This is an optimization exercise on Yosys and OpenROAD, whose aim is small area, not a production implementation. Only simulation tests tie the RTL to the original design; equivalence was not proved. The clock port is modelled as an ideal driver; clocking choices that lean on that would not hold on a real chip. No activity file was given, so power comes from the tool's default toggle rates.

File: flow/config.mk
export PLATFORM = sky130hd
export DESIGN_NAME = KitchenTimer
export DESIGN_NICKNAME = KitchenTimer
export VERILOG_FILES = /design/flow/design.v
export SDC_FILE = /design/flow/constraint.sdc
export NUM_CORES = 4
export LEC_CHECK = 0
export CAP_MARGIN = 20
export CORE_MARGIN = 2
export CORE_UTILIZATION = 40
export SLEW_MARGIN = 20
File: flow/constraint.sdc
create_clock -name core_clock -period 12.0 [get_ports {clk}]
set_input_delay 2.4000 -clock core_clock [delete_from_list [all_inputs] [get_ports {clk}]]
set_output_delay 2.4000 -clock core_clock [all_outputs]
set_load 0.01 [all_outputs]
File: flow/design.v
module ClockDivider(
input in_clk,
input reset,
output out_rise
    );
	reg[4:0] count;
	assign out_rise = count[4] & count[1] & count[0];
	always @ (posedge in_clk) begin
		if (reset)
			count <= 5'd10;
		else if (out_rise)
			count <= 0;
		else
			count <= count + 1'b1;
	end
endmodule
module Debounce(input clk, input PB, output PB_down);
reg PB_sync_0;  always @(posedge clk) PB_sync_0 <= PB;
reg PB_sync_1;  always @(posedge clk) PB_sync_1 <= PB_sync_0;
reg PB_state;
reg [5:0] PB_cnt;
wire PB_idle = (PB_state==PB_sync_1);
wire PB_cnt_max = &PB_cnt;
wire fb = PB_cnt[5] ^ PB_cnt[4] ^ (PB_cnt[4:0] == 5'b10101);
always @(posedge clk) begin
    PB_cnt <= PB_idle ? 6'd0 : {~PB_cnt[4:0], fb};
    if (PB_cnt_max) PB_state <= PB_sync_1;
end
assign PB_down = PB_cnt_max & PB_sync_1 & ~PB_state;
endmodule
module binary_to_segment(
input tens,
input[3:0] code,
output reg[6:0] seven
    );
	reg[3:0] bin;
	always @(*) begin
		if (tens)
			bin = {1'b0, code[2], code[2] ^ code[1], code[0]};
		else case (code[3:1])
			3'b000: bin = {3'd0, code[0]};
			3'b001: bin = {3'd1, code[0]};
			3'b011: bin = {3'd2, code[0]};
			3'b111: bin = {3'd3, code[0]};
			default: bin = {3'd4, code[0]};
		endcase
		case (bin)
		4'd0: seven = 7'b1000000;
		4'd1: seven = 7'b1111001;
		4'd2: seven = 7'b0100100;
		4'd3: seven = 7'b0110000;
		4'd4: seven = 7'b0011001;
		4'd5: seven = 7'b0010010;
		4'd6: seven = 7'b0000010;
		4'd7: seven = 7'b1111000;
		4'd8: seven = 7'b0000000;
		default: seven = 7'b0010000;
		endcase
	end
endmodule
module seven_alternate(
input clk,
input en,
input reset,
input[3:0] s0,
input[2:0] s1,
input[3:0] m0,
input[2:0] m1,
output reg[3:0] small_bin,
output tens,
output reg[3:0] AN
    );
	reg[1:0] count;
	assign tens = count[0];
	always @ (*) begin
		case (count)
			2'b00: begin AN = 4'b1110; small_bin = s0; end
			2'b01: begin AN = 4'b1101; small_bin = {1'b0, s1}; end
			2'b10: begin AN = 4'b1011; small_bin = m0; end
			default: begin AN = 4'b0111; small_bin = {1'b0, m1}; end
		endcase
	end
	always @ (posedge clk) begin
		if (reset) count <= 0;
		else if (en) count <= count + 1'b1;
	end
endmodule
module KitchenTimer(
input clk, reset, minbtn, secbtn, pause, start, count_up, zippy,
input[5:0] timesetter,
output zled,
output [6:0] seven,
output [3:0] AN);
	reg[1:0] state;
	assign zled = state[1] & state[0];
	wire clean_reset, clean_minbtn, clean_secbtn, clean_pause, clean_start;
	Debounce DBRST(clk, reset, clean_reset);
	Debounce DBMIN(clk, minbtn, clean_minbtn);
	Debounce DBSEC(clk, secbtn, clean_secbtn);
	Debounce DBPAUSE(clk, pause, clean_pause);
	Debounce DBSTART(clk, start, clean_start);
	wire[2:0] m1; wire[3:0] m0; wire[2:0] s1; wire[3:0] s0;
	wire khz_rise;
	ClockDivider CDK(clk, clean_reset, khz_rise);
	wire[3:0] current_bin;
	wire tens;
	seven_alternate SA(clk, khz_rise, clean_reset, s0, s1, m0, m1, current_bin, tens, AN);
	binary_to_segment SEG(tens, current_bin, seven);
	wire setting = state == 2'b00;
	wire running = state == 2'b01;
	wire advance = running & ~clean_pause;
	wire tick, tzero, m6x;
	RateCounter RC(clk, clean_reset, advance, zippy, tick);
	wire down_zero = advance & ~count_up & tzero;
	wire up_wrap = advance & count_up & m6x;
	wire zero_up = zled & count_up;
	wire set_ok = setting & ~clean_start;
	TimeCore TC(clk, clean_reset | up_wrap,
		set_ok & clean_secbtn, set_ok & ~clean_secbtn & clean_minbtn,
		(advance & ~down_zero & tick) | zero_up, count_up, timesetter,
		m1, m0, s1, s0, tzero, m6x);
	always @ (posedge clk) begin
		if (clean_reset)
			state <= 2'b00;
		else case (state)
			2'b00: if (clean_start) state <= 2'b01;
			2'b01: if (clean_pause) state <= 2'b10; else if (down_zero) state <= 2'b11;
			2'b10: if (clean_pause) state <= 2'b01;
			default: if (count_up) state <= 2'b01;
		endcase
	end
endmodule
module RateCounter(input clk, input reset, input en, input zippy, output tick);
	reg[8:0] r400; reg[2:0] r5;
	wire fast_flag = &r400;
	wire slow_flag = fast_flag & r5[2] & ~r5[0];
	assign tick = zippy ? fast_flag : slow_flag;
	wire[8:0] t400;
	assign t400[0] = en;
	genvar i;
	generate for (i = 1; i < 9; i = i + 1) begin : g
		assign t400[i] = t400[i-1] & r400[i-1];
	end endgenerate
	wire wrap = en & fast_flag;
	always @(posedge clk) begin
		if (reset) r400 <= 9'd112;
		else r400 <= (r400 ^ t400) | {2'b00, {3{wrap}}, 4'b0000};
		if (reset) r5 <= 0;
		else if (wrap) r5 <= {r5[1] & r5[0], r5[0], ~r5[2]};
	end
endmodule
module bin2bcd(input[5:0] b, output[6:0] d);
	wire[3:0] a1 = {1'b0, b[5:3]};
	wire[3:0] c1 = a1 >= 5 ? a1 + 4'd3 : a1;
	wire[3:0] a2 = {c1[2:0], b[2]};
	wire[3:0] c2 = a2 >= 5 ? a2 + 4'd3 : a2;
	wire[3:0] a3 = {c2[2:0], b[1]};
	wire[3:0] c3 = a3 >= 5 ? a3 + 4'd3 : a3;
	assign d = {c1[3], c2[3], c3[3], c3[2:0], b[0]};
endmodule
module TimeCore(input clk, input clear, input set_sec, input set_min,
	input step, input up, input[5:0] ts,
	output reg[2:0] m1, output reg[3:0] m0, output reg[2:0] s1, output reg[3:0] s0,
	output tzero, output m6x);
	function [2:0] a_up(input [2:0] a); a_up = {a[1] & a[0], a[0], ~a[2]}; endfunction
	function [2:0] a_dn(input [2:0] a); a_dn = {~a[0], a[2] | ~a[0], a[1]}; endfunction
	function [1:0] c_up6(input [1:0] c); c_up6 = {~c[1] & c[0], ~c[1]}; endfunction
	function [1:0] c_dn6(input [1:0] c); c_dn6 = {~c[0], c[1] | ~c[0]}; endfunction
	function [1:0] c_up7(input [1:0] c); c_up7 = {c[0], ~c[1]}; endfunction
	function [1:0] c_dn7(input [1:0] c); c_dn7 = {c[1] & ~c[0], c[1]}; endfunction
	function o_zero(input [3:0] q); o_zero = ~q[2] & ~q[1] & ~q[0]; endfunction
	function o_nine(input [3:0] q); o_nine = q[3] & ~q[1] & q[0]; endfunction
	wire s1_zero = ~s1[1] & ~s1[0];
	wire m1_zero = ~m1[2] & ~m1[1] & ~m1[0];
	assign tzero = o_zero(s0) & s1_zero & o_zero(m0) & m1_zero;
	assign m6x = m1[2] & ~m1[1];
	wire m68 = m6x & m0[3] & ~m0[1];
	wire ts_hi = ts[5:2] == 4'b1111;          
	wire wrap = m68 & (ts[5] | ts[4]);        
	wire[5:0] cin = {set_sec & wrap ? {ts[5] & ts[4], ~ts[4]} : set_sec & ts_hi ? 2'b00 : ts[5:4],
	                 set_sec & ts_hi & ~wrap ? 2'b00 : ts[3:2], ts[1:0]};
	wire[6:0] bcd;
	bin2bcd CV(cin, bcd);
	wire[2:0] oa = bcd[3:1];
	wire[1:0] ta = bcd[6:5];
	wire[6:0] conv = {ta[1], ta[1] ^ ta[0], bcd[4],
	                  oa[2] | (oa[1] & oa[0]), oa[2] | oa[1], ~oa[2] & (oa[1] | oa[0]), bcd[0]};
	wire s0t = up ? o_nine(s0) : o_zero(s0);
	wire s1t = up ? s1[2] & s1[0] : s1_zero;
	wire c0 = step & s0t;
	wire c1 = c0 & s1t;
	wire mstep = c1 | (set_sec & ts_hi & ~wrap);
	wire mup = up | set_sec;
	wire m0t = mup ? o_nine(m0) : o_zero(m0);
	wire c2 = mstep & m0t;
	wire mclear = clear | (set_sec & wrap);
	always @(posedge clk) begin
		if (clear) s0 <= 0;
		else if (set_sec) s0 <= conv[3:0];
		else if (step) begin
			s0[0] <= ~s0[0];
			if (up == s0[0]) s0[3:1] <= up ? a_up(s0[3:1]) : a_dn(s0[3:1]);
		end
		if (clear) s1 <= 0;
		else if (set_sec) s1 <= conv[6:4];
		else if (c0) begin
			s1[0] <= ~s1[0];
			if (up == s1[0]) s1[2:1] <= up ? c_up6(s1[2:1]) : c_dn6(s1[2:1]);
		end
		if (mclear) m0 <= 0;
		else if (set_min) m0 <= conv[3:0];
		else if (mstep) begin
			m0[0] <= ~m0[0];
			if (mup == m0[0]) m0[3:1] <= mup ? a_up(m0[3:1]) : a_dn(m0[3:1]);
		end
		if (mclear) m1 <= 0;
		else if (set_min) m1 <= conv[6:4];
		else if (c2) begin
			m1[0] <= ~m1[0];
			if (mup == m1[0]) m1[2:1] <= mup ? c_up7(m1[2:1]) : c_dn7(m1[2:1]);
		end
	end
endmodule
File: flow/flow/run.sh
#!/bin/bash
set -uo pipefail
W=$PWD
F=$W/flow
export W F
# reference: the standard synthesis
make -C $FLOW_HOME DESIGN_CONFIG=$W/config.mk WORK_HOME=$W/std CLKGATE_MAP_FILE= \
  SYNTH_SCRIPT=$W/synth_recipe.tcl synth > $W/synth_std.log 2>&1 || exit 1
STD=$W/std/results/$FLOW_PLATFORM/KitchenTimer/base/1_2_yosys.v
synth_one() {  # $1 ABC script name
  sed "s|@ABC@|$F/$1.script|" $F/my_synth.tcl.in > $W/my_synth_$1.tcl
  make -C $FLOW_HOME DESIGN_CONFIG=$W/config.mk WORK_HOME=$W/syn_$1 CLKGATE_MAP_FILE= \
    SYNTH_SCRIPT=$W/my_synth_$1.tcl ADDER_MAP_FILE= synth > $W/synth_$1.log 2>&1
}
export -f synth_one
SCRIPTS=$(cd $F && ls *.script | sed 's/\.script$//')
printf '%s\n' $SCRIPTS | xargs -P ${NUM_CORES:-4} -I{} bash -c 'synth_one {}'
best=""; bestarea=""
for s in $SCRIPTS; do
  N=$W/syn_$s/results/$FLOW_PLATFORM/KitchenTimer/base/1_2_yosys.v
  R=$W/syn_$s/reports/$FLOW_PLATFORM/KitchenTimer/base/synth_stat.txt
  [ -f $N ] || continue
  python3 $F/regs.py $STD $N >> $W/regs_check.log 2>&1 || continue
  a=$(grep "Chip area for module" $R | tail -1 | awk '{print $NF}')
  echo "$s: $a" >> $W/synth_choice.log
  if [ -z "$best" ] || python3 -c "import sys; sys.exit(0 if $a < $bestarea else 1)"; then best=$N; bestarea=$a; fi
done
[ -n "$best" ] || best=$STD
echo "chosen: $best" >> $W/synth_choice.log
cp $best $W/chosen_netlist.v
bash $W/standard.sh SYNTH_NETLIST_FILES=$W/chosen_netlist.v \
  "BUFFER_PORTS_ARGS=-buffer_cell sky130_fd_sc_hd__buf_1" \
  "CTS_ARGS=-sink_clustering_enable -repair_clock_nets -dont_use_dummy_load" \
  finish > $W/layout.log 2>&1
File: flow/flow/a4.script
strash
balance -l; resub -K 6 -l; rewrite -l; resub -K 6 -N 2 -l; refactor -l; resub -K 8 -l; balance -l; resub -K 8 -N 2 -l; rewrite -l; resub -K 10 -l; rewrite -z -l; resub -K 10 -N 2 -l; balance -l; resub -K 12 -l; refactor -z -l; resub -K 12 -N 2 -l; rewrite -z -l; balance -l
&get -n
&dch -f
&nf -a -R 1000
&put
strash
balance -l; resub -K 6 -l; rewrite -l; resub -K 6 -N 2 -l; refactor -l; resub -K 8 -l; balance -l; resub -K 8 -N 2 -l; rewrite -l; resub -K 10 -l; rewrite -z -l; resub -K 10 -N 2 -l; balance -l; resub -K 12 -l; refactor -z -l; resub -K 12 -N 2 -l; rewrite -z -l; balance -l
&get -n
&dch -f
&nf -a -R 1000
&put
topo
File: flow/flow/a6.script
strash
balance -l; resub -K 6 -l; rewrite -l; resub -K 6 -N 2 -l; refactor -l; resub -K 8 -l; balance -l; resub -K 8 -N 2 -l; rewrite -l; resub -K 10 -l; rewrite -z -l; resub -K 10 -N 2 -l; balance -l; resub -K 12 -l; refactor -z -l; resub -K 12 -N 2 -l; rewrite -z -l; balance -l
dch -f
amap
strash
balance -l; resub -K 6 -l; rewrite -l; resub -K 6 -N 2 -l; refactor -l; resub -K 8 -l; balance -l; resub -K 8 -N 2 -l; rewrite -l; resub -K 10 -l; rewrite -z -l; resub -K 10 -N 2 -l; balance -l; resub -K 12 -l; refactor -z -l; resub -K 12 -N 2 -l; rewrite -z -l; balance -l
dch -f
amap
strash
balance -l; resub -K 6 -l; rewrite -l; resub -K 6 -N 2 -l; refactor -l; resub -K 8 -l; balance -l; resub -K 8 -N 2 -l; rewrite -l; resub -K 10 -l; rewrite -z -l; resub -K 10 -N 2 -l; balance -l; resub -K 12 -l; refactor -z -l; resub -K 12 -N 2 -l; rewrite -z -l; balance -l
dch -f
amap
topo
File: flow/flow/d1.script
strash
&get -n
&deepsyn -J 500 -T 60 -S 1
&put
balance -l; resub -K 6 -l; rewrite -l; resub -K 6 -N 2 -l; refactor -l; resub -K 8 -l; balance -l; resub -K 8 -N 2 -l; rewrite -l; resub -K 10 -l; rewrite -z -l; resub -K 10 -N 2 -l; balance -l; resub -K 12 -l; refactor -z -l; resub -K 12 -N 2 -l; rewrite -z -l; balance -l
&get -n
&dch -f
&nf -a -R 1000
&put
topo
File: flow/flow/d10.script
strash
&get -n
&deepsyn -J 500 -T 60 -S 10
&put
balance -l; resub -K 6 -l; rewrite -l; resub -K 6 -N 2 -l; refactor -l; resub -K 8 -l; balance -l; resub -K 8 -N 2 -l; rewrite -l; resub -K 10 -l; rewrite -z -l; resub -K 10 -N 2 -l; balance -l; resub -K 12 -l; refactor -z -l; resub -K 12 -N 2 -l; rewrite -z -l; balance -l
&get -n
&dch -f
&nf -a -R 1000
&put
topo
File: flow/flow/d11.script
strash
&get -n
&deepsyn -J 500 -T 60 -S 11
&put
balance -l; resub -K 6 -l; rewrite -l; resub -K 6 -N 2 -l; refactor -l; resub -K 8 -l; balance -l; resub -K 8 -N 2 -l; rewrite -l; resub -K 10 -l; rewrite -z -l; resub -K 10 -N 2 -l; balance -l; resub -K 12 -l; refactor -z -l; resub -K 12 -N 2 -l; rewrite -z -l; balance -l
&get -n
&dch -f
&nf -a -R 1000
&put
topo
File: flow/flow/d12.script
strash
&get -n
&deepsyn -J 500 -T 60 -S 12
&put
balance -l; resub -K 6 -l; rewrite -l; resub -K 6 -N 2 -l; refactor -l; resub -K 8 -l; balance -l; resub -K 8 -N 2 -l; rewrite -l; resub -K 10 -l; rewrite -z -l; resub -K 10 -N 2 -l; balance -l; resub -K 12 -l; refactor -z -l; resub -K 12 -N 2 -l; rewrite -z -l; balance -l
&get -n
&dch -f
&nf -a -R 1000
&put
topo
File: flow/flow/d2.script
strash
&get -n
&deepsyn -J 500 -T 60 -S 2
&put
balance -l; resub -K 6 -l; rewrite -l; resub -K 6 -N 2 -l; refactor -l; resub -K 8 -l; balance -l; resub -K 8 -N 2 -l; rewrite -l; resub -K 10 -l; rewrite -z -l; resub -K 10 -N 2 -l; balance -l; resub -K 12 -l; refactor -z -l; resub -K 12 -N 2 -l; rewrite -z -l; balance -l
&get -n
&dch -f
&nf -a -R 1000
&put
topo
File: flow/flow/d3.script
strash
&get -n
&deepsyn -J 500 -T 60 -S 3
&put
balance -l; resub -K 6 -l; rewrite -l; resub -K 6 -N 2 -l; refactor -l; resub -K 8 -l; balance -l; resub -K 8 -N 2 -l; rewrite -l; resub -K 10 -l; rewrite -z -l; resub -K 10 -N 2 -l; balance -l; resub -K 12 -l; refactor -z -l; resub -K 12 -N 2 -l; rewrite -z -l; balance -l
&get -n
&dch -f
&nf -a -R 1000
&put
topo
File: flow/flow/d4.script
strash
&get -n
&deepsyn -J 500 -T 60 -S 4
&put
balance -l; resub -K 6 -l; rewrite -l; resub -K 6 -N 2 -l; refactor -l; resub -K 8 -l; balance -l; resub -K 8 -N 2 -l; rewrite -l; resub -K 10 -l; rewrite -z -l; resub -K 10 -N 2 -l; balance -l; resub -K 12 -l; refactor -z -l; resub -K 12 -N 2 -l; rewrite -z -l; balance -l
&get -n
&dch -f
&nf -a -R 1000
&put
topo
File: flow/flow/d5.script
strash
&get -n
&deepsyn -J 500 -T 60 -S 5
&put
balance -l; resub -K 6 -l; rewrite -l; resub -K 6 -N 2 -l; refactor -l; resub -K 8 -l; balance -l; resub -K 8 -N 2 -l; rewrite -l; resub -K 10 -l; rewrite -z -l; resub -K 10 -N 2 -l; balance -l; resub -K 12 -l; refactor -z -l; resub -K 12 -N 2 -l; rewrite -z -l; balance -l
&get -n
&dch -f
&nf -a -R 1000
&put
topo
File: flow/flow/d6.script
strash
&get -n
&deepsyn -J 500 -T 60 -S 6
&put
balance -l; resub -K 6 -l; rewrite -l; resub -K 6 -N 2 -l; refactor -l; resub -K 8 -l; balance -l; resub -K 8 -N 2 -l; rewrite -l; resub -K 10 -l; rewrite -z -l; resub -K 10 -N 2 -l; balance -l; resub -K 12 -l; refactor -z -l; resub -K 12 -N 2 -l; rewrite -z -l; balance -l
&get -n
&dch -f
&nf -a -R 1000
&put
topo
File: flow/flow/d7.script
strash
&get -n
&deepsyn -J 500 -T 60 -S 7
&put
balance -l; resub -K 6 -l; rewrite -l; resub -K 6 -N 2 -l; refactor -l; resub -K 8 -l; balance -l; resub -K 8 -N 2 -l; rewrite -l; resub -K 10 -l; rewrite -z -l; resub -K 10 -N 2 -l; balance -l; resub -K 12 -l; refactor -z -l; resub -K 12 -N 2 -l; rewrite -z -l; balance -l
&get -n
&dch -f
&nf -a -R 1000
&put
topo
File: flow/flow/d8.script
strash
&get -n
&deepsyn -J 500 -T 60 -S 8
&put
balance -l; resub -K 6 -l; rewrite -l; resub -K 6 -N 2 -l; refactor -l; resub -K 8 -l; balance -l; resub -K 8 -N 2 -l; rewrite -l; resub -K 10 -l; rewrite -z -l; resub -K 10 -N 2 -l; balance -l; resub -K 12 -l; refactor -z -l; resub -K 12 -N 2 -l; rewrite -z -l; balance -l
&get -n
&dch -f
&nf -a -R 1000
&put
topo
File: flow/flow/d9.script
strash
&get -n
&deepsyn -J 500 -T 60 -S 9
&put
balance -l; resub -K 6 -l; rewrite -l; resub -K 6 -N 2 -l; refactor -l; resub -K 8 -l; balance -l; resub -K 8 -N 2 -l; rewrite -l; resub -K 10 -l; rewrite -z -l; resub -K 10 -N 2 -l; balance -l; resub -K 12 -l; refactor -z -l; resub -K 12 -N 2 -l; rewrite -z -l; balance -l
&get -n
&dch -f
&nf -a -R 1000
&put
topo
File: flow/flow/my_synth.tcl.in
# The standard synthesis (synth_recipe.tcl), with the ABC step given its own script and
# no adder extraction; the registers are the standard synthesis's.
proc synth {args} { yosys synth -nofsm -noshare {*}$args }
set fd [open $::env(SCRIPTS_DIR)/synth.tcl]
set src [read $fd]
close $fd
set old {log_cmd abc {*}$abc_args}
if { [string first $old $src] < 0 } { error "abc call not found in synth.tcl" }
set src [string map [list $old {log_cmd abc {*}[lreplace $abc_args 1 1 @ABC@]}] $src]
eval $src
# left out here: clear keep_hierarchy, flatten, clean up, hide names made inside functions, write 1_2_yosys.v
File: flow/flow/regs.py
# Lists the registers (instance name and cell type) of a Yosys netlist, or compares two netlists' lists.
import re, sys
def regs(path):
    out = {}
    for m in re.finditer(r'^\s*(sky130_fd_sc_hd__\w*df\w*)\s+(\S+|\\\S+)\s*\(', open(path).read(), re.M):
        out[m.group(2)] = re.sub(r'_\d+$', '', m.group(1))
    return out
a, b = regs(sys.argv[1]), regs(sys.argv[2])
if a != b:
    print("register mismatch:", sorted(set(a.items()) ^ set(b.items()))[:20])
    sys.exit(1)
print("registers match:", len(a))
File: flow/standard.sh
#!/bin/bash
# synth_recipe.tcl (not shown) runs the flow's synth.tcl, then flattens the netlist and writes it again
# the make line also repeats each setting of config.mk as NAME=value (left out here)
make -C /OpenROAD-flow-scripts/flow DESIGN_CONFIG=/design/flow/config.mk WORK_HOME=/design/flow/orfs CLKGATE_MAP_FILE= SYNTH_SCRIPT=/design/flow/synth_recipe.tcl "${@:-finish}"
==> results of run 1 <==
==> worst max-delay path, delay by kind of cell <==
family                 cells  cell delay [ps]
and+or+nand+nor           13             2030
AOI/OAI and AO/OA          5              870
buffers and inverters      1              390
==> layout make-up <==
type | count | area share
clock buffers | 9 | 0.03487
inverters | 9 | 0.009510
multi-input cells | 277 | 0.4262
flip-flops and latches | 80 | 0.4650
well taps | 102 | 0.03593
repair buffers | 26 | 0.02853
==> layout by cell type (no fill, tap or decap), drive strengths merged, types with 2 or more instances in the layout <==
| cell | instances |
|---|---|
| dfxtp | 75 |
| nor2 | 66 |
| nand2 | 42 |
| buf | 26 |
| o21ai | 25 |
| a21oi | 20 |
| o22ai | 11 |
| xnor2 | 10 |
| clkinv | 9 |
| o211ai | 9 |
| clkbuf | 9 |
| and2 | 8 |
| nand3 | 8 |
| nor3 | 7 |
| o21a | 6 |
| edfxtp | 5 |
| nor2b | 5 |
| and3 | 5 |
| nand3b | 5 |
| a31oi | 5 |
| or3 | 4 |
| nor4 | 4 |
| a211oi | 4 |
| nand2b | 3 |
| nand4 | 3 |
| o31a | 3 |
| o21bai | 3 |
| nor4b | 2 |
| nor3b | 2 |
| a21o | 2 |
| xor2 | 2 |
| o221ai | 2 |
==> power groups by stage <==
stage / combinational [mW] / sequential, mW / clock, mW
6_report: 0.188 / 0.361 / 0.149
5_1_grt: 0.217 / 0.370 / 0.164
4_1_cts: 0.189 / 0.361 / 0.154
3_5_place_dp: 0.189 / 0.367 / 0
3_3_place_gp: 0.185 / 0.366 / 0
2_1_floorplan: 0.143 / 0.355 / 0
==> worst max path at each step <==
| stage | endpoint | slack, ps | depth (start not counted) |
|---|---|---|---|
| after floorplan | TC.m1[1] | 7150 | 16 |
| after global placement | TC.m1[1] | 6460 | 17 |
| after detailed placement | TC.m1[1] | 6260 | 19 |
| after CTS | TC.m1[1] | 6600 | 19 |
| after global routing | TC.m1[1] | 6110 | 19 |
| final | TC.m1[1] | 6560 | 19 |
==> state kept, by name, summed over array words and instances, names as in the netlist, 2 cells and up <==
name,flops
SA.count,2
DBMIN.PB_cnt,6
CDK.count,5
RC.r5,3
DBRST.PB_cnt,6
state,2
DBSEC.PB_cnt,6
DBPAUSE.PB_cnt,6
TC.m1,3
TC.m0,4
RC.r400,9
DBSTART.PB_cnt,6
TC.s1,3
TC.s0,4
==> routing by layer <==
metal | GRT usage | routed length [µm] | vias to the layer above
li1 | - | - | 1382
met1 | 0.1969 | 2959 | 1230
met2 | 0.2578 | 2919 | 65
met3 | 0.03223 | 285 | 12
met4 | 0.07598 | 112 | 0
met5 | 0 | 0 | -
==> per-stage QoR <==
step	hold slack, ps	worst slack [ps]	utilization	instance area, µm²	power, mW
floorplan	309.6	7150	-	3199	0.4981
global placement	311.0	6458	0.4437	3428	0.5508
detailed placement	314.7	6256	0.4437	3428	0.5551
CTS	329.5	6604	0.4597	3552	0.7046
global route	338.0	6112	0.4597	3552	0.7512
finish	326.8	6559	0.4597	3552	0.6977
==> Implementation_results.wiki, run 1 <==
{| class="wikitable"
! Metric !! Value
|-
| Worst Skew || 16.02 ps
|-
| Type of origin of the critical path || input port
|-
| Die Outline Area || slightly below 9000 µm²
|-
| Mapped Avg Cell Area || 8.741 µm²
|-
| Number of remaining DRC errors || 0
|-
| Sum of overflow across all layers after global routing || 0
|-
| Clock tree buffer depth || 2
|-
| Total via count after detailed routing || ~2,700
|-
| Placed wire-length estimate after detailed placement || 4688 µm
|-
| Leakage power || around 1.3 nW
|-
| Finished Layout Cells || around 500
|-
| Hold Crit Endpoint || DBPAUSE.PB_sync_1
|-
| P&R area growth vs syn || 11.03%
|-
| Seq pwr share || 0.518
|-
| Max-Cap Viols || 0
|-
| Setup slack of the worst register-to-register path || 6800 ps
|-
| Cell with the largest stage delay on the worst path || sky130_fd_sc_hd__nor3_1
|-
| Number of cells upsized or downsized after cts || 0
|-
| Post-synth design cell area || 3199 µm²
|-
| Routability congestion estimate || 0.8591
|-
| Number of nets with antenna violations after detailed routing || 0
|-
| Wire length after detailed routing || 6277 µm
|-
| Class of the tightest hold or removal check || reg -> reg
|-
| Cell Int Power || 0.4669 mW
|-
| Highest ir drop seen on vdd || 0.00006992 V
|-
| Wire length of the first global-routing pass || 10,940 µm
|-
| FP Rows || 32
|-
| Final critical-path share of the clock period || 0.4534
|-
| TritonCTS clock tree || done
|-
| Post-synth net total || 380
|-
| Net count, final || between 400 and 500
|-
| Total instance count after detailed placement || 494
|-
| Vertical extent of the die || 93.44 µm
|-
| Final min period || 5441 ps
|-
| Part of the total power dissipated in combinational logic || 0.269
|-
| Vias in the first global route || 2,488
|-
| Total negative slack || 0 ps
|-
| Iteration count of the initial detailed-routing pass || 4
|-
| CTS Buf Count || 9
|-
| Total GRT Usage || 0.1572
|-
| Destination of the worst register-to-register timing path || TC.m1[1]
|-
| Total count of hold-check failures in the final report || 0
|-
| Register area || 1652 µm²
|-
| Cell chosen for the clock root || sky130_fd_sc_hd__clkbuf_8
|-
| Kind of critical path || in -> reg
|-
| DRC violation total after the first TritonRoute iteration || 117
|-
| Slew headroom || 0.6533
|-
| Number of diodes || 0
|-
| Later-pin clock latency in the skew report || 350 ps
|-
| Post-cts hold buffer count || 0
|-
| Layout cells sized above 1 || 0.02743
|-
| Crit path launch || count_up
|-
| Crit path DAT || approximately 5700 ps
|-
| Clock-pin transition on the worst setup and hold timing paths || around 60 ps
|-
| Avg Vias per Cell || between 5 and 6
|-
| Top fanout value on the critical path || 13
|-
| Slew Limit Fails || 0
|-
| Final setup viols || 0
|-
| Sw power || roughly 0.23 mW
|-
| Crit-path cells || buf_1 -> nor4_1 -> nand3_1 -> o211ai_1 -> nand2_1 -> and2_0 -> nand2_1 -> o22a_1 -> nor3_1 -> a22oi_1 -> nor2_1 -> nand2_1 -> nor2_1 -> nand2_1 -> nor2_1 -> nor2_1 -> nand2_1 -> a21oi_1 -> a211oi_1
|-
| PortBufs || 25
|-
| Setup repair after global routing missed its margin || false
|-
| Part of the total power dissipated in the clock network || 0.213
|-
| Slew @ Worst Pin || between 500 and 600 ps
|-
| WP data required || 12,250 ps
|-
| Max Clock Freq || approximately 180 MHz
|-
| Largest stage delay on the critical path || 460 ps
|-
| Post-detailed-route wirelength per cell || roughly 12 µm
|-
| Area used by multi-input combinational logic || 1514 µm²
|-
| Run status || timing/DRC/antenna clean
|-
| Total number of H-tree levels || 3
|-
| Fraction of power spent switching nets || 0.3309
|-
| Pwr/cell area || 196.4 nW/µm²
|-
| Horizontal die dimension || slightly above 90 µm
|-
| Cell type with the highest occurrence count on the critical path || sky130_fd_sc_hd__nand2_1
|-
| Length in cells of the worst reg-to-reg path || 25
|-
| Maximum number of pins on one net before global-route repair || 15
|-
| Number of standard cells after synthesis || between 300 and 400
|-
| Filler instances || 797
|-
| Launch instance of the worst min-delay path || DBPAUSE.PB_sync_0
|-
| Reg-to-Reg Start || DBPAUSE.PB_cnt[1]
|-
| Hold path cells || 0
|-
| Starting utilization of the core area || 0.4140
|-
| Num ports || 26
|-
| Critical path capture point type || flip-flop
|-
| Initial antenna violation count || 0
|-
| Post-CTS setup buffer count || 0
|-
| Synthesis Warnings || 0
|-
| Standard cell core area || ~7700 µm²
|-
| # clock sinks || 80
|}
==> run 2, diff against run 1 <==
--- a/flow/flow/run.sh
+++ b/flow/flow/run.sh
@@ -31,4 +31,4 @@
 bash $W/standard.sh SYNTH_NETLIST_FILES=$W/chosen_netlist.v \
   "BUFFER_PORTS_ARGS=-buffer_cell sky130_fd_sc_hd__buf_1" \
   "CTS_ARGS=-sink_clustering_enable -repair_clock_nets -dont_use_dummy_load" \
-  finish > $W/layout.log 2>&1
+  POST_CTS_TCL=$F/cts_hook.tcl finish > $W/layout.log 2>&1
==> flow/flow/cts_hook.tcl (new file) <==
set kt_limit 105e-12
proc kt_worst_slew {} {
  estimate_parasitics -placement
  set w 0
  foreach p [get_pins */CLK] { set v [get_property $p slew_max]; if {$v > $w} { set w $v } }
  # slew_max is in the user time unit (ns)
  return [expr $w * 1e-9]
}
set kt_w0 [kt_worst_slew]
puts "clock buffer sizing: worst flip-flop clock slew before [expr $kt_w0 * 1e12] ps"
set kt_changed 0
if {$kt_w0 <= $kt_limit} {
  set kt_bufs {}
  foreach inst [get_cells clkbuf_*] { lappend kt_bufs [get_property $inst name] }
  foreach name [lsort -decreasing $kt_bufs] {
    set inst [get_cells $name]
    set orig [get_property $inst ref_name]
    foreach size {clkbuf_2 clkbuf_4} {
      set cell sky130_fd_sc_hd__$size
      if {$cell == $orig} { break }
      replace_cell $inst $cell
      set w [kt_worst_slew]
      if {$w <= $kt_limit} {
        puts "clock buffer sizing: $name $orig -> $cell (worst slew [expr $w * 1e12] ps)"
        incr kt_changed
        break
      }
      replace_cell $inst $orig
    }
  }
}
if {$kt_changed > 0} {
  detailed_placement
  check_placement -verbose
  estimate_parasitics -placement
}
puts "clock buffer sizing: $kt_changed buffers resized, worst slew [expr [kt_worst_slew] * 1e12] ps"
==> run 2 against run 1 <==
  * Combinational power hardly changed
  * Synthesized cell count stayed put
  * Non-clock buffer count stayed put
  * Sequential power hardly changed
  * Via count is 0.52% lower
  * Sequential cell count stayed put
  * Clock power is 15% lower
  * Still clean on timing, DRC and antenna
  * Clock skew is 21 ps higher
==> Implementation_results.wiki, run 2 <==
{| class="wikitable"
! Metric !! Value
|-
| Placed wire-length estimate after detailed placement || 4688 µm (unchanged)
|-
| Design Area, Final || 3518 µm² (was 3552 µm²)
|-
| Sw power || 0.2282 mW (was 0.2308 mW)
|-
| Cell Int Power || 0.4462 mW (was 0.4669 mW)
|-
| Total instance count after detailed placement || 494 (unchanged)
|-
| Run status || timing/DRC/antenna clean (unchanged)
|-
| Part of the total power dissipated in the clock network || 0.186 (was 0.213)
|-
| Leading cell types in the layout, fill and taps excluded || sky130_fd_sc_hd__dfxtp_1 (75), sky130_fd_sc_hd__nor2_1 (66), sky130_fd_sc_hd__nand2_1 (42) (unchanged)
|-
| Finished Layout Cells || 503 (unchanged)
|-
| Standard cell core area || 7727 µm² (unchanged)
|-
| Launch instance of the worst min-delay path || DBMIN.PB_sync_0 (was DBPAUSE.PB_sync_0)
|-
| Starting utilization of the core area || 0.4140 (unchanged)
|-
| Max-Cap Viols || 0 (unchanged)
|-
| Type of origin of the critical path || input port (unchanged)
|-
| Number of diodes || 0 (unchanged)
|-
| Buffers and inverters on the worst path || 1 (unchanged)
|-
| Kind of critical path || in -> reg (unchanged)
|-
| Hold path cells || 0 (unchanged)
|-
| Slew @ Worst Pin || 542.9 ps (was 516.0 ps)
|-
| P&R area growth vs syn || 9.973% (was 11.03%)
|-
| Total count of hold-check failures in the final report || 0 (unchanged)
|-
| Class of the tightest hold or removal check || reg -> reg (unchanged)
|-
| Cell with the largest stage delay on the worst path || sky130_fd_sc_hd__nor3_1 (unchanged)
|-
| Critical path capture point type || flip-flop (unchanged)
|-
| Post-synth net total || 380 (unchanged)
|-
| Top fanout value on the critical path || 13 (unchanged)
|-
| Cell type with the highest occurrence count on the critical path || sky130_fd_sc_hd__nand2_1 (unchanged)
|-
| Initial antenna violation count || 0 (unchanged)
|-
| Length in cells of the worst reg-to-reg path || 25 (unchanged)
|-
| Setup slack of the worst register-to-register path || 6780 ps (was 6800 ps)
|-
| Die Outline Area || 8730 µm² (unchanged)
|-
| Fraction of power spent switching nets || 0.3384 (was 0.3309)
|-
| Highest ir drop seen on vdd || 0.00007203 V (was 0.00006992 V)
|-
| Total negative slack || 0 ps (unchanged)
|-
| Worst Hold Slack || 332.4 ps (was 326.8 ps)
|-
| Placed inst area || 3428 µm² (unchanged)
|-
| Post-detailed-route wirelength per cell || 12.47 µm (was 12.48 µm)
|-
| Filler instances || 801 (was 797)
|-
| # clock sinks || 80 (unchanged)
|-
| Setup repair after global routing missed its margin || false (unchanged)
|-
| Post-synth design cell area || 3199 µm² (unchanged)
|-
| Most common cell after layout, fill and taps aside || sky130_fd_sc_hd__dfxtp_1 (unchanged)
|-
| DRC violation total after the first TritonRoute iteration || 125 (was 117)
|-
| Horizontal die dimension || 93.44 µm (unchanged)
|-
| Family with the most delay on the worst path || simple AND/OR/NAND/NOR gates (unchanged)
|-
| Mapped Avg Cell Area || 8.741 µm² (unchanged)
|-
| Wire length after detailed routing || 6274 µm (was 6277 µm)
|-
| Sum of overflow across all layers after global routing || 0 (unchanged)
|-
| Slew Limit Fails || 0 (unchanged)
|-
| FP Rows || 32 (unchanged)
|-
| Routability congestion estimate || 0.8591 (unchanged)
|-
| PortBufs || 25 (unchanged)
|-
| Max Clock Freq || 189.2 MHz (was 183.8 MHz)
|-
| Part of the total power dissipated in combinational logic || 0.278 (was 0.269)
|-
| Number of remaining DRC errors || 0 (unchanged)
|-
| Reg-to-Reg Start || DBPAUSE.PB_cnt[5] (was DBPAUSE.PB_cnt[1])
|-
| Leakage power || 1.297 nW (was 1.311 nW)
|-
| Worst Skew || 36.63 ps (was 16.02 ps)
|-
| Clock-pin transition on the worst setup and hold timing paths || 90 ps (was 60 ps)
|-
| Number of nets with antenna violations after detailed routing || 0 (unchanged)
|-
| Avg Vias per Cell || 5.318 (was 5.346)
|-
| Vertical extent of the die || 93.44 µm (unchanged)
|-
| Num ports || 26 (unchanged)
|-
| WP data required || 12,430 ps (was 12,250 ps)
|-
| Final min period || 5286 ps (was 5441 ps)
|-
| Total GRT Usage || 0.1572 (unchanged)
|-
| Net count, final || 417 (unchanged)
|-
| Destination of the worst register-to-register timing path || TC.m1[1] (unchanged)
|-
| Maximum number of pins on one net before global-route repair || 15 (unchanged)
|-
| Slew headroom || 0.6343 (was 0.6533)
|-
| Iteration count of the initial detailed-routing pass || 4 (unchanged)
|-
| Largest stage delay on the critical path || 460 ps (about the same)
|-
| TritonCTS clock tree || done (unchanged)
|-
| Seq pwr share || 0.535 (was 0.518)
|-
| Register bank with the most flops || RC.r400 (unchanged)
|-
| Crit-path cells || buf_1 -> nor4_1 -> nand3_1 -> o211ai_1 -> nand2_1 -> and2_0 -> nand2_1 -> o22a_1 -> nor3_1 -> a22oi_1 -> nor2_1 -> nand2_1 -> nor2_1 -> nand2_1 -> nor2_1 -> nor2_1 -> nand2_1 -> a21oi_1 -> a211oi_1 (unchanged)
|-
| Number of standard cells after synthesis || 366 (unchanged)
|-
| Final critical-path share of the clock period || 0.4405 (was 0.4534)
|-
| Total via count after detailed routing || 2,675 (was 2,689)
|-
| Crit path DAT || 5710 ps (was 5690 ps)
|-
| Final setup viols || 0 (unchanged)
|-
| Pwr/cell area || 191.7 nW/µm² (was 196.4 nW/µm²)
|-
| Wire length of the first global-routing pass || 10,930 µm (was 10,940 µm)
|-
| Hold Crit Endpoint || DBMIN.PB_sync_1 (was DBPAUSE.PB_sync_1)
|-
| Vias in the first global route || 2,488 (unchanged)
|-
| Later-pin clock latency in the skew report || 520 ps (was 350 ps)
|-
| Layout cells sized above 1 || 0.02743 (unchanged)
|-
| Synthesis Warnings || 0 (unchanged)
|-
| Number of flip-flops in the largest register || 9 (unchanged)
|}
## run 2: cell count changes in the layout (fill, tap and decap cells not counted)
cell / before / now
sky130_fd_sc_hd__clkbuf_8: 9 / 4
sky130_fd_sc_hd__clkbuf_2: 0 / 1
sky130_fd_sc_hd__clkbuf_4: 0 / 4
## run 2: per-stage QoR
stage	worst slack, ps	util	power (mW)
after global placement	6458	0.4437	0.5508
after floorplan	7150	-	0.4981
final	6714	0.4553	0.6744
after detailed placement	6256	0.4437	0.5551
after global routing	6162	0.4553	0.7282
## run 2: how the worst max path moves through the flow
stage / from / endpoint / slack [ps] / depth (start not counted)
after global routing: DBPAUSE.PB_cnt[5] / TC.m1[1] / 6160 / 25
after floorplan: count_up / TC.m1[1] / 7150 / 16
after detailed placement: count_up / TC.m1[1] / 6260 / 19
after global placement: count_up / TC.m1[1] / 6460 / 17
final: count_up / TC.m1[1] / 6710 / 19
## run 2: area by class of cell
| type | count | area, µm² | area share |
|---|---|---|---|
| clock buffers | 9 | 90.09 | 0.02560 |
| repair buffers | 26 | 101.3 | 0.02881 |
| inverters | 9 | 33.78 | 0.009602 |
| well taps | 102 | 127.6 | 0.03627 |
| multi-input cells | 277 | 1514 | 0.4303 |
| flip-flops and latches | 80 | 1652 | 0.4694 |
## run 2: worst register-to-register path: cells and delay by family, from the launching register on
kind,cells,cell delay [ps]
simple gates,20,3890
compound gates,5,910
flops,1,340
## run 2: power by group through the flow
stage	Clock [mW]	Combinational [mW]	Sequential, mW
floorplan	0	0.143	0.355
global placement	0	0.185	0.366
detailed placement	0	0.189	0.367
global route	0.141	0.217	0.370
finish	0.126	0.188	0.361
## run 2: per-layer routing
layer / part of all wire / routed length [µm] / global-route usage / vias to the layer above
li1: - / - / - / 1381
met1: 0.48 / 2988 / 0.1969 / 1226
met2: 0.46 / 2885 / 0.2578 / 56
met3: 0.041 / 255 / 0.03223 / 12
met4: 0.023 / 144 / 0.07598 / 0
met5: 0 / 0 / 0 / -
==> run 3, diff against run 2 <==
--- a/flow/flow/run.sh
+++ b/flow/flow/run.sh
@@ -28,7 +28,13 @@
 [ -n "$best" ] || best=$STD
 echo "chosen: $best" >> $W/synth_choice.log
 cp $best $W/chosen_netlist.v
-bash $W/standard.sh SYNTH_NETLIST_FILES=$W/chosen_netlist.v \
-  "BUFFER_PORTS_ARGS=-buffer_cell sky130_fd_sc_hd__buf_1" \
-  "CTS_ARGS=-sink_clustering_enable -repair_clock_nets -dont_use_dummy_load" \
-  POST_CTS_TCL=$F/cts_hook.tcl finish > $W/layout.log 2>&1
+ARGS=(SYNTH_NETLIST_FILES=$W/chosen_netlist.v "BUFFER_PORTS_ARGS=-buffer_cell sky130_fd_sc_hd__buf_1" \
+  "CTS_ARGS=-sink_clustering_enable -repair_clock_nets -dont_use_dummy_load")
+bash $W/standard.sh "${ARGS[@]}" cts > $W/layout_cts.log 2>&1
+# smaller clock buffers where the flip-flop clock slew stays well under the limit
+sleep 1
+RES_DIR=$W/orfs/results/$FLOW_PLATFORM/KitchenTimer/base \
+  LIB_FILE=$FLOW_HOME/platforms/$FLOW_PLATFORM/lib/sky130_fd_sc_hd__tt_025C_1v80.lib \
+  PLATFORM_DIR=$FLOW_HOME/platforms/$FLOW_PLATFORM CTS_SIZES="clkbuf_2 clkbuf_4" \
+  CTS_MAX_SLEW_PS=105 openroad -no_init -exit $F/cts_resize.tcl > $W/cts_resize.log 2>&1
+bash $W/standard.sh "${ARGS[@]}" finish > $W/layout.log 2>&1
==> flow/flow/cts_resize.tcl (new file) <==
# After the standard CTS step: gives each clock buffer the smallest size (from CTS_SIZES, in
# order) whose flip-flop clock-pin slew, estimated from placement, stays under CTS_MAX_SLEW_PS.
# Rewrites 4_1_cts.odb, 4_cts.odb and 4_cts.sdc only when some buffer got smaller.
set res $::env(RES_DIR)
read_liberty $::env(LIB_FILE)
read_db $res/4_cts.odb
read_sdc $res/4_cts.sdc
source $::env(PLATFORM_DIR)/setRC.tcl
set_propagated_clock [all_clocks]
set limit [expr $::env(CTS_MAX_SLEW_PS) * 1e-12]
proc worst_slew {} {
  estimate_parasitics -placement
  set w 0
  foreach p [get_pins */CLK] { set v [get_property $p slew_max]; if {$v > $w} { set w $v } }
  # slew_max is in the user time unit (ns)
  return [expr $w * 1e-9]
}
set w0 [worst_slew]
puts "worst flip-flop clock slew before: [expr $w0 * 1e12] ps"
if {$w0 > $limit} { puts "already over the limit; nothing changed"; exit 0 }
set changed 0
set bufs {}
foreach inst [get_cells clkbuf_*] { lappend bufs [get_property $inst name] }
# leaves first, the root last
set bufs [lsort -decreasing $bufs]
foreach name $bufs {
  set inst [get_cells $name]
  set orig [get_property $inst ref_name]
  foreach size $::env(CTS_SIZES) {
    set cell sky130_fd_sc_hd__$size
    if {$cell == $orig} { break }
    replace_cell $inst $cell
    set w [worst_slew]
    if {$w <= $limit} {
      puts "$name: $orig -> $cell (worst slew [expr $w * 1e12] ps)"
      incr changed
      break
    }
    replace_cell $inst $orig
  }
}
set w [worst_slew]
puts "worst flip-flop clock slew after: [expr $w * 1e12] ps, buffers resized: $changed"
if {$changed == 0 || $w > $limit} { exit 0 }
detailed_placement
check_placement -verbose
write_db $res/4_1_cts.odb
exec cp $res/4_1_cts.odb $res/4_cts.odb
write_sdc $res/4_cts.sdc
puts "resized clock tree written"
removed: flow/flow/cts_hook.tcl
==> run 3 against run 2 <==
  * Synthesized cell count unchanged
  * Setup slack got worse by 150 ps
  * Register-to-register slack improved by 20 ps
  * Critical path depth unchanged
  * Utilization increased by 0.44 points
  * Cell area increased by 0.96%
  * Largest power group unchanged
  * Clock power increased by 18%
  * Global-route usage unchanged
  * Largest cell class unchanged
  * Fmax decreased by 2.8%
  * Sequential cell count unchanged
==> Implementation_results.wiki, run 3 <==
{| class="wikitable"
! Metric !! Value
|-
| Run status || timing/DRC/antenna clean (unchanged)
|-
| Sum of overflow across all layers after global routing || 0 (unchanged)
|-
| Standard cell core area || 7727 µm² (unchanged)
|-
| Mapped Avg Cell Area || 8.741 µm² (unchanged)
|-
| WP data required || 12,250 ps (was 12,430 ps)
|-
| Class of the tightest hold or removal check || reg -> reg (unchanged)
|-
| Total power after layout || 0.6977 mW (was 0.6744 mW)
|-
| Minimum setup slack in the final design || 6559 ps (was 6714 ps)
|-
| Clock-pin transition on the worst setup and hold timing paths || 60 ps (was 90 ps)
|-
| Final critical-path share of the clock period || 0.4534 (was 0.4405)
|-
| Total GRT Usage || 0.1572 (unchanged)
|-
| Type of origin of the critical path || input port (unchanged)
|-
| PortBufs || 25 (unchanged)
|-
| Post-CTS setup buffer count || 0
|-
| Slew @ Worst Pin || 516.0 ps (was 542.9 ps)
|-
| Wire length after detailed routing || 6277 µm (was 6274 µm)
|-
| Leading cell types in the layout, fill and taps excluded || sky130_fd_sc_hd__dfxtp_1 (75), sky130_fd_sc_hd__nor2_1 (66), sky130_fd_sc_hd__nand2_1 (42) (unchanged)
|-
| Num ports || 26 (unchanged)
|-
| Vertical extent of the die || 93.44 µm (unchanged)
|-
| Wire length of the first global-routing pass || 10,940 µm (was 10,930 µm)
|-
| Routed wire length on met3 || 285 µm (was 255 µm)
|-
| Top fanout value on the critical path || 13 (unchanged)
|-
| Total negative slack || 0 ps (unchanged)
|-
| Avg Vias per Cell || 5.346 (was 5.318)
|-
| DRC violation total after the first TritonRoute iteration || 117 (was 125)
|-
| Pwr/cell area || 196.4 nW/µm² (was 191.7 nW/µm²)
|-
| Reg-to-Reg Start || DBPAUSE.PB_cnt[1] (was DBPAUSE.PB_cnt[5])
|-
| Slew Limit Fails || 0 (unchanged)
|-
| Register bank with the most flops || RC.r400 (unchanged)
|-
| Met2 wire length || 2919 µm (was 2885 µm)
|-
| Later-pin clock latency in the skew report || 350 ps (was 520 ps)
|-
| Clock tree buffer depth || 2
|-
| Final core area utilization || 0.4597 (was 0.4553)
|-
| Starting utilization of the core area || 0.4140 (unchanged)
|-
| Cell type with the highest occurrence count on the critical path || sky130_fd_sc_hd__nand2_1 (unchanged)
|-
| Buffers and inverters on the worst path || 1 (unchanged)
|-
| Kind of critical path || in -> reg (unchanged)
|-
| Die Outline Area || 8730 µm² (unchanged)
|-
| Horizontal die dimension || 93.44 µm (unchanged)
|-
| Cell with the largest stage delay on the worst path || sky130_fd_sc_hd__nor3_1 (unchanged)
|-
| Layout cells sized above 1 || 0.02743 (unchanged)
|-
| Top layer reached by signal wires || met4 (unchanged)
|-
| Total via count after detailed routing || 2,689 (was 2,675)
|-
| Highest ir drop seen on vdd || 0.00006992 V (was 0.00007203 V)
|-
| FP Rows || 32 (unchanged)
|-
| Post-synth design cell area || 3199 µm² (unchanged)
|-
| Number of nets with antenna violations after detailed routing || 0 (unchanged)
|-
| Max Clock Freq || 183.8 MHz (was 189.2 MHz)
|-
| Design Area, Final || 3552 µm² (was 3518 µm²)
|-
| Finished Layout Cells || 503 (unchanged)
|-
| Post-cts hold buffer count || 0
|-
| Total routed wire length on the met1 layer || 2959 µm (was 2988 µm)
|-
| P&R area growth vs syn || 11.03% (was 9.973%)
|-
| Launch instance of the worst min-delay path || DBPAUSE.PB_sync_0 (was DBMIN.PB_sync_0)
|-
| Vias in the first global route || 2,488 (unchanged)
|-
| Routability congestion estimate || 0.8591 (unchanged)
|-
| Number of cells upsized or downsized after cts || 0
|-
| Synthesis Warnings || 0 (unchanged)
|-
| Number of flip-flops in the largest register || 9 (unchanged)
|-
| Number of standard cells after synthesis || 366 (unchanged)
|-
| Leakage power || 1.311 nW (was 1.297 nW)
|-
| Slew headroom || 0.6533 (was 0.6343)
|-
| Worst Skew || 16.02 ps (was 36.63 ps)
|-
| Iteration count of the initial detailed-routing pass || 4 (unchanged)
|-
| Placed inst area || 3428 µm² (unchanged)
|-
| TritonCTS clock tree || done (unchanged)
|-
| CTS Buf Count || 9
|-
| Largest stage delay on the critical path || 460 ps (about the same)
|-
| Final min period || 5441 ps (was 5286 ps)
|-
| Worst Hold Slack || 326.8 ps (was 332.4 ps)
|-
| Final setup viols || 0 (unchanged)
|-
| Worst slack after detailed placement || 6256 ps (unchanged)
|-
| Total instance count after detailed placement || 494 (unchanged)
|-
| Initial antenna violation count || 0 (unchanged)
|-
| Total number of H-tree levels || 3
|-
| Number of remaining DRC errors || 0 (unchanged)
|-
| Maximum number of pins on one net before global-route repair || 15 (unchanged)
|-
| Max-Cap Viols || 0 (unchanged)
|-
| # clock sinks || 80 (unchanged)
|-
| Filler instances || 797 (was 801)
|-
| Family with the most delay on the worst path || simple AND/OR/NAND/NOR gates (unchanged)
|-
| Setup repair after global routing missed its margin || false (unchanged)
|-
| Most common cell after layout, fill and taps aside || sky130_fd_sc_hd__dfxtp_1 (unchanged)
|-
| Crit path DAT || 5690 ps (was 5710 ps)
|-
| Number of diodes || 0 (unchanged)
|-
| Crit-path cells || buf_1 -> nor4_1 -> nand3_1 -> o211ai_1 -> nand2_1 -> and2_0 -> nand2_1 -> o22a_1 -> nor3_1 -> a22oi_1 -> nor2_1 -> nand2_1 -> nor2_1 -> nand2_1 -> nor2_1 -> nor2_1 -> nand2_1 -> a21oi_1 -> a211oi_1 (unchanged)
|-
| Net count, final || 417 (unchanged)
|-
| Placed wire-length estimate after detailed placement || 4688 µm (unchanged)
|-
| Crit path launch || count_up (unchanged)
|-
| Total count of hold-check failures in the final report || 0 (unchanged)
|-
| Post-detailed-route wirelength per cell || 12.48 µm (was 12.47 µm)
|-
| Critical path capture point type || flip-flop (unchanged)
|-
| Post-synth net total || 380 (unchanged)
|-
| Cell chosen for the clock root || sky130_fd_sc_hd__clkbuf_8
|}
[run 3: layer usage]
| layer | up-vias | global-route usage |
|---|---|---|
| met1 | 1230 | 0.1969 |
| met5 | - | 0 |
| li1 | 1382 | - |
| met2 | 65 | 0.2578 |
| met4 | 0 | 0.07598 |
| met3 | 12 | 0.03223 |
[run 3: power by group]
| part | total, mW | switching, mW | internal (mW) |
|---|---|---|---|
| clock | 0.149 | 0.0815 | 0.0670 |
| combinational | 0.188 | 0.106 | 0.0818 |
| sequential | 0.361 | 0.0434 | 0.318 |
| total | 0.698 | 0.231 | 0.467 |
[run 3: final timing paths]
| kind | to | slack [ps] | cells past startpoint |
|---|---|---|---|
| max | TC.m1[1] | 6560 | 19 |
| min | DBPAUSE.PB_sync_1 | 330 | 0 |
| max reg2reg | TC.m1[1] | 6800 | 25 |
| min reg2reg | DBPAUSE.PB_sync_1 | 330 | 0 |
[run 3: final cells by class]
cell class | instances | area, µm² | share of cell area
clock buffers | 9 | 123.9 | 0.03487
inverters | 9 | 33.78 | 0.009510
multi-input cells | 277 | 1514 | 0.4262
flip-flops and latches | 80 | 1652 | 0.4650
well taps | 102 | 127.6 | 0.03593
repair buffers | 26 | 101.3 | 0.02853
[run 3: worst reg2reg max path: stages, from the launching register on]
cell and delay [ps]:
sky130_fd_sc_hd__dfxtp_1 320, sky130_fd_sc_hd__nand4_1 90, sky130_fd_sc_hd__nor2_1 60, sky130_fd_sc_hd__nand3b_1 170, sky130_fd_sc_hd__nor3b_1 460, sky130_fd_sc_hd__and3_1 260, sky130_fd_sc_hd__and2_0 240, sky130_fd_sc_hd__and3_1 280
sky130_fd_sc_hd__and4_1 260, sky130_fd_sc_hd__and2_0 250, sky130_fd_sc_hd__o211ai_1 140, sky130_fd_sc_hd__nand2_1 90, sky130_fd_sc_hd__and2_0 150, sky130_fd_sc_hd__nand2_1 130, sky130_fd_sc_hd__o22a_1 280, sky130_fd_sc_hd__nor3_1 460
sky130_fd_sc_hd__a22oi_1 190, sky130_fd_sc_hd__nor2_1 270, sky130_fd_sc_hd__nand2_1 110, sky130_fd_sc_hd__nor2_1 170, sky130_fd_sc_hd__nand2_1 90, sky130_fd_sc_hd__nor2_1 180, sky130_fd_sc_hd__nor2_1 90, sky130_fd_sc_hd__nand2_1 70
sky130_fd_sc_hd__a21oi_1 80, sky130_fd_sc_hd__a211oi_1 210

==> re-timing with driven ports <==
In the flow no input, the clock included, has a driving cell. The finished layouts below were timed again as built, in two steps.
Step 1 assumes that a clkbuf_16 drives the clock port and a buf_2 every other input.
Step 2 also shifts input and output timing later by t, the mid clock arrival at the registers, as if the neighbouring blocks saw the same clock.
a / b / c = ideal ports / drivers / drivers and shift; a / b = the first two.
| run | shift t [ns] | setup slack, ns | clock arrival spread, ns |
|---|---|---|---|
| run 1 | 0.367 | 6.559 / 6.545 / 6.178 | 0.016 / 0.016 |
| run 2 | 0.524 | 6.714 / 6.698 / 6.175 | 0.036 / 0.037 |
| run 3 | 0.367 | 6.559 / 6.545 / 6.178 | 0.016 / 0.016 |
After both steps setup and hold are still met in every run listed. For run 2, which loses most, drivers alone change the setup slack by -0.016 ns; drivers and shift together by -0.539 ns.
